Background: an optimization exercise with open tools, aiming at small area. Do not read the settings as production practice.
RTL that was checked went through simulation tests only; none was proved equivalent to the original.
No driver is modelled on the clock port, so clock power and skew are understated where the tree is cut down; a real chip needs a root buffer or a tree.
No activity file was given, so power comes from the tool's default toggle rates.

==> flow/design.v (excerpt) <==
module link_test_ctrl(
    input         clk,
    input         reset_n,               
    input         uart_txrdy,
    input         uart_rxrdy,
    input  [7:0]  uart_data_in,
    output        uart_wen,
    output        uart_oen,
    output [7:0]  uart_data_out,
    input         start_test,
    input  [31:0] rx_data_i,
    input         rx_usr_data_valid_i,
    input         rx_val_in,
    input         rx_crc_error_i,
    output        start_o,
    output        clear_o,
    output        payload_err_o,
    output        crc_err_o,
    output        connect_o,
    output        rx_val_o,
    output        lock_o,
    output        error_o,
    output        crc_error_o,
    output [31:0] data_tx_o,
    output [31:0] data_rx_o
);
Size: roughly 160 flip-flops, about 130 I/O pins, ~0.0063 mm^2 of cells after synthesis.
Settings: LEC_CHECK=0, CAP_MARGIN=20, CORE_MARGIN=2, CORE_UTILIZATION=55, PLACE_DENSITY=0.7, SLEW_MARGIN=20; clock period 8.0 ns.
standard.sh (not shown) runs the stock make flow with config.mk's settings and CLKGATE_MAP_FILE= SYNTH_SCRIPT=/design/flow/synth_recipe.tcl, a recipe that flattens the netlist after the stock synthesis.
==> flow/flow/run.sh <==
#!/bin/bash
# Layout flow: the standard flow (standard.sh) with three changes.
# - Synthesis is the standard flow's own script (synth_recipe.tcl, run by ORFS's synth.tcl
#   unchanged), except that its one ABC call gets an area-oriented script
#   (flow/abc_area_map.script). Registers are mapped by dfflibmap before
#   ABC runs, so they are the standard synthesis's, with the same names.
# - Port buffers are sky130_fd_sc_hd__buf_1.
# - The clock tree is built by flow/clock_tree.tcl (sourced by ORFS's cts.tcl
#   as PRE_CTS_TCL) instead of TritonCTS: a root buffer and ten leaf buffers,
#   each leaf driving a group of nearby flip-flops.
# Every tool's full output goes to the ORFS logs and to flow_*.log here.
set -euo pipefail
WD=$(pwd)
{
  cat <<EOF
proc abc {args} {
  set i [lsearch -exact \$args -script]
  if {\$i >= 0} { lset args [expr {\$i + 1}] $WD/flow/abc_area_map.script }
  yosys abc {*}\$args
}
EOF
  cat synth_recipe.tcl
} > my_synth.tcl
sed "s#SYNTH_SCRIPT=[^ ]*#SYNTH_SCRIPT=$WD/my_synth.tcl#" standard.sh > my_standard.sh
grep -q "SYNTH_SCRIPT=$WD/my_synth.tcl" my_standard.sh
export BUFFER_PORTS_ARGS="-buffer_cell sky130_fd_sc_hd__buf_1"
export PRE_CTS_TCL=$WD/flow/clock_tree.tcl
export CLK_TREE_GROUPS=10
export CLK_TREE_LEAF=sky130_fd_sc_hd__clkbuf_8
export CLK_TREE_ROOT=sky130_fd_sc_hd__clkbuf_8
bash my_standard.sh synth > flow_synth.log 2>&1
bash my_standard.sh > flow_layout.log 2>&1
Other scripts of this flow, unchanged in this note and not shown: flow/flow/abc_area_map.script, flow/flow/clock_tree.tcl
Edit:
--- a/flow/design.v
+++ b/flow/design.v
@@ -17,42 +17,40 @@
     output        start_o,
     output        clear_o,
     output        payload_err_o,
     output        crc_err_o,
     output        connect_o,
     output [7:0]  uart_data_out
 );
 reg       uart_wen_t, uart_oen_t;
 reg       start_t, clear_t, payload_err_t, crc_err_t, connect_t;
 reg [7:0] uart_data_out_t;
-reg       stat;
+reg       busy, stat, scan;
 reg [3:0] pos;
-wire      busy = !(&pos);
-wire      scan = pos[3];
 wire [7:0] c = uart_data_in;
 wire cmd_start = c == 8'h61;
 wire cmd_scan  = c == 8'h62;
 wire cmd_stop  = c == 8'h63;
 wire cmd_stat  = c == 8'h64;
 wire cmd_pset  = c == 8'h65;
 wire cmd_pclr  = c == 8'h66;
 wire cmd_conn  = c == 8'h67;
 wire cmd_cset  = c == 8'h68;
 wire cmd_cclr  = c == 8'h69;
 wire cmd_ack   = c == 8'h02 || c == 8'h03;
 wire known = cmd_start | cmd_scan | cmd_stop | cmd_stat | cmd_pset | cmd_pclr |
              cmd_conn | cmd_cset | cmd_cclr | cmd_ack;
 wire take = !busy & uart_rxrdy;
 wire send = busy & !pos[0] & uart_txrdy;
 wire adv  = busy & (pos[0] == uart_txrdy);
-wire last = stat ? (pos == 4'd10) : (pos[2:0] == 3'd5);
-wire [2:0] k = stat ? pos[3:1] : {1'b0, pos[2:1]};
+wire last = stat ? (pos == 4'd10) : (pos == 4'd5);
+wire [2:0] k = pos[3:1];
 wire hold  = !send;
 wire s_06  = send &  stat & (k == 3'd0);
 wire s_sts = send &  stat & (k == 3'd1);
 wire s_n0  = send &  stat & (k == 3'd2);
 wire s_n1  = send &  stat & (k == 3'd3);
 wire s_n2  = send &  stat & (k == 3'd4);
 wire s_n3  = send &  stat & (k == 3'd5);
 wire s_c0  = send & !stat & (k == 3'd0);
 wire s_c2  = send & !stat & (k == 3'd2);
 wire [7:0] status = {3'b000, rx_val_i, rx_error_i, rx_lock_i, crc_error_i, payload_err_i};
@@ -69,45 +67,48 @@
 always @(posedge clk, negedge reset)
   if (!reset) begin
     uart_wen_t      <= 1'b1;
     uart_oen_t      <= 1'b1;
     uart_data_out_t <= 8'h00;
     start_t         <= 1'b0;
     clear_t         <= 1'b0;
     connect_t       <= 1'b0;
     payload_err_t   <= 1'b0;
     crc_err_t       <= 1'b0;
+    busy            <= 1'b0;
     stat            <= 1'b0;
-    pos             <= 4'd15;
+    scan            <= 1'b0;
+    pos             <= 4'd0;
   end else begin
     uart_wen_t <= !send;
     uart_data_out_t <= data_next;
     uart_oen_t <= busy | !uart_rxrdy | (!known & uart_oen_t);
     if (take) begin
       if (cmd_start)                          start_t <= 1'b1;
       if (cmd_stop)                           start_t <= 1'b0;
       if (cmd_start | cmd_pclr | cmd_cclr)    clear_t <= 1'b1;
       if (cmd_stat | !known)                  clear_t <= 1'b0;
       if (cmd_pset)                           payload_err_t <= 1'b1;
       if (cmd_pclr | !known)                  payload_err_t <= 1'b0;
       if (cmd_cset)                           crc_err_t <= 1'b1;
       if (cmd_cclr | !known)                  crc_err_t <= 1'b0;
       if (cmd_conn)                           connect_t <= 1'b1;
       if (cmd_stat | cmd_scan | cmd_conn) begin
+        busy <= 1'b1;
         stat <= cmd_stat;
-        pos  <= cmd_scan ? 4'd8 : 4'd0;
+        scan <= cmd_scan;
+        pos  <= 4'd0;
       end
     end else if (adv) begin
-      if (last) begin
-        stat <= 1'b0;
-        pos  <= 4'd15;
-      end else
+      if (last)
+        busy <= 1'b0;
+      else
         pos <= pos + 4'd1;
     end
   end
 assign uart_data_out = uart_data_out_t;
 assign start_o       = start_t | start_test;
 assign uart_wen      = uart_wen_t;
 assign uart_oen      = uart_oen_t;
 assign clear_o       = clear_t;
 assign payload_err_o = payload_err_t;
 assign crc_err_o     = crc_err_t;
@@ -124,34 +125,30 @@
     input         crc_error_result_i,
     output        rx_val_o,
     output        lock_o,
     output        error_o,
     output        crc_error_o,
     output [31:0] data_tx_o,
     output [31:0] data_rx_o
 );
 wire v = usr_data_valid_i;
 reg  [31:0] s_data;
-reg         s_pend;
 reg         s_zero;
 reg         start_count;
 wire [32:0] cy;
-assign cy[0] = s_pend;
+assign cy[0] = v & start_count;
 genvar gi;
 generate for (gi=0; gi<32; gi=gi+1) begin : g
   assign cy[gi+1] = cy[gi] & s_data[gi];
 end endgenerate
-wire [31:0] s_now = s_data ^ cy[31:0];
-always @(posedge clk_i) begin
-  s_data <= (v & !start_count) ? data_i : s_now;
-  s_pend <= v & start_count;
-end
+always @(posedge clk_i)
+  s_data <= (v & !start_count) ? data_i : s_data ^ cy[31:0];
 reg  [31:0] s_data_in;
 reg         s_in_ok;
 always @(posedge clk_i)
   s_data_in <= data_i;
 reg  [31:0] s_data_in_d;
 reg  [31:0] data_rx_o_reg;
 reg         s_lock, s_error, s_crc_error, s_rx_val;
 reg  [1:0]  count, crc_count;
 always @(posedge clk_i, negedge reset_n_i)
   if (!reset_n_i) begin
@@ -167,21 +164,21 @@
   if (!reset_n_i)
     s_data_in_d <= 32'h0;
   else if (!start_i)
     s_data_in_d <= 32'h0;
   else if (v)
     s_data_in_d <= s_in_ok ? s_data_in : 32'h0;
 always @(posedge clk_i, negedge reset_n_i)
   if (!reset_n_i)
     data_rx_o_reg <= 32'h0;
   else if (v)
-    data_rx_o_reg <= s_zero ? 32'h0 : s_now;
+    data_rx_o_reg <= s_zero ? 32'h0 : s_data;
 wire match = (s_data_in_d == data_rx_o_reg);
 always @(posedge clk_i, negedge reset_n_i)
   if (!reset_n_i) begin
     s_lock  <= 1'b0;
     s_error <= 1'b0;
     count   <= 2'b00;
   end else if (!start_i) begin
     s_lock  <= 1'b0;
     s_error <= 1'b1;
     count   <= 2'b00;
Power came out higher by 6.5%; first-iteration DRC count came out lower by 18%; die area came out higher by 0.31%; sequential power came out higher by about 7%; register-to-register slack is better by 0.06 ns; cell area came out higher by 0.92%.
Only the layout flow was run in the first run of this note; the RTL was not checked for function there. In every run of this note, the design's own scripts or RTL, not TritonCTS, make the clock network.

-- what the ideal ports hide --
How much do the figures lean on ideal ports? The routed layouts below were timed once more, with nothing changed but the port constraints. Step 1 (the two cells are an assumption about what drives the block):
set clk [get_ports {clk}]
set_driving_cell -lib_cell sky130_fd_sc_hd__clkbuf_16 $clk
set_driving_cell -lib_cell sky130_fd_sc_hd__buf_2 [delete_from_list [all_inputs] $clk]
Step 2 also shifts input and output timing later by t, the mid clock arrival at the registers, as if the neighbouring blocks saw the same clock. Three values: ideal, step 1, step 2; two values: the first two.
| run | t, ns | setup WS [ns] | hold WS [ns] | worst setup path after step 2 | worst slew at a driven data input, ns |
|---|---|---|---|---|---|
| the first run | 0.452 | 1.049 / 1.049 / 1.049 | 0.442 / 0.442 / 0.442 | register to register | 0.05 |
| the second run | 0.445 | 0.266 / 0.275 / -0.170 | 0.443 / 0.443 / 0.443 | input to register | 0.03 |
With both steps, setup timing fails in the second run, where it was met with ideal ports. The setup slack of the second run, which loses most, moves by +0.009 ns with the drivers and by -0.436 ns with both steps.
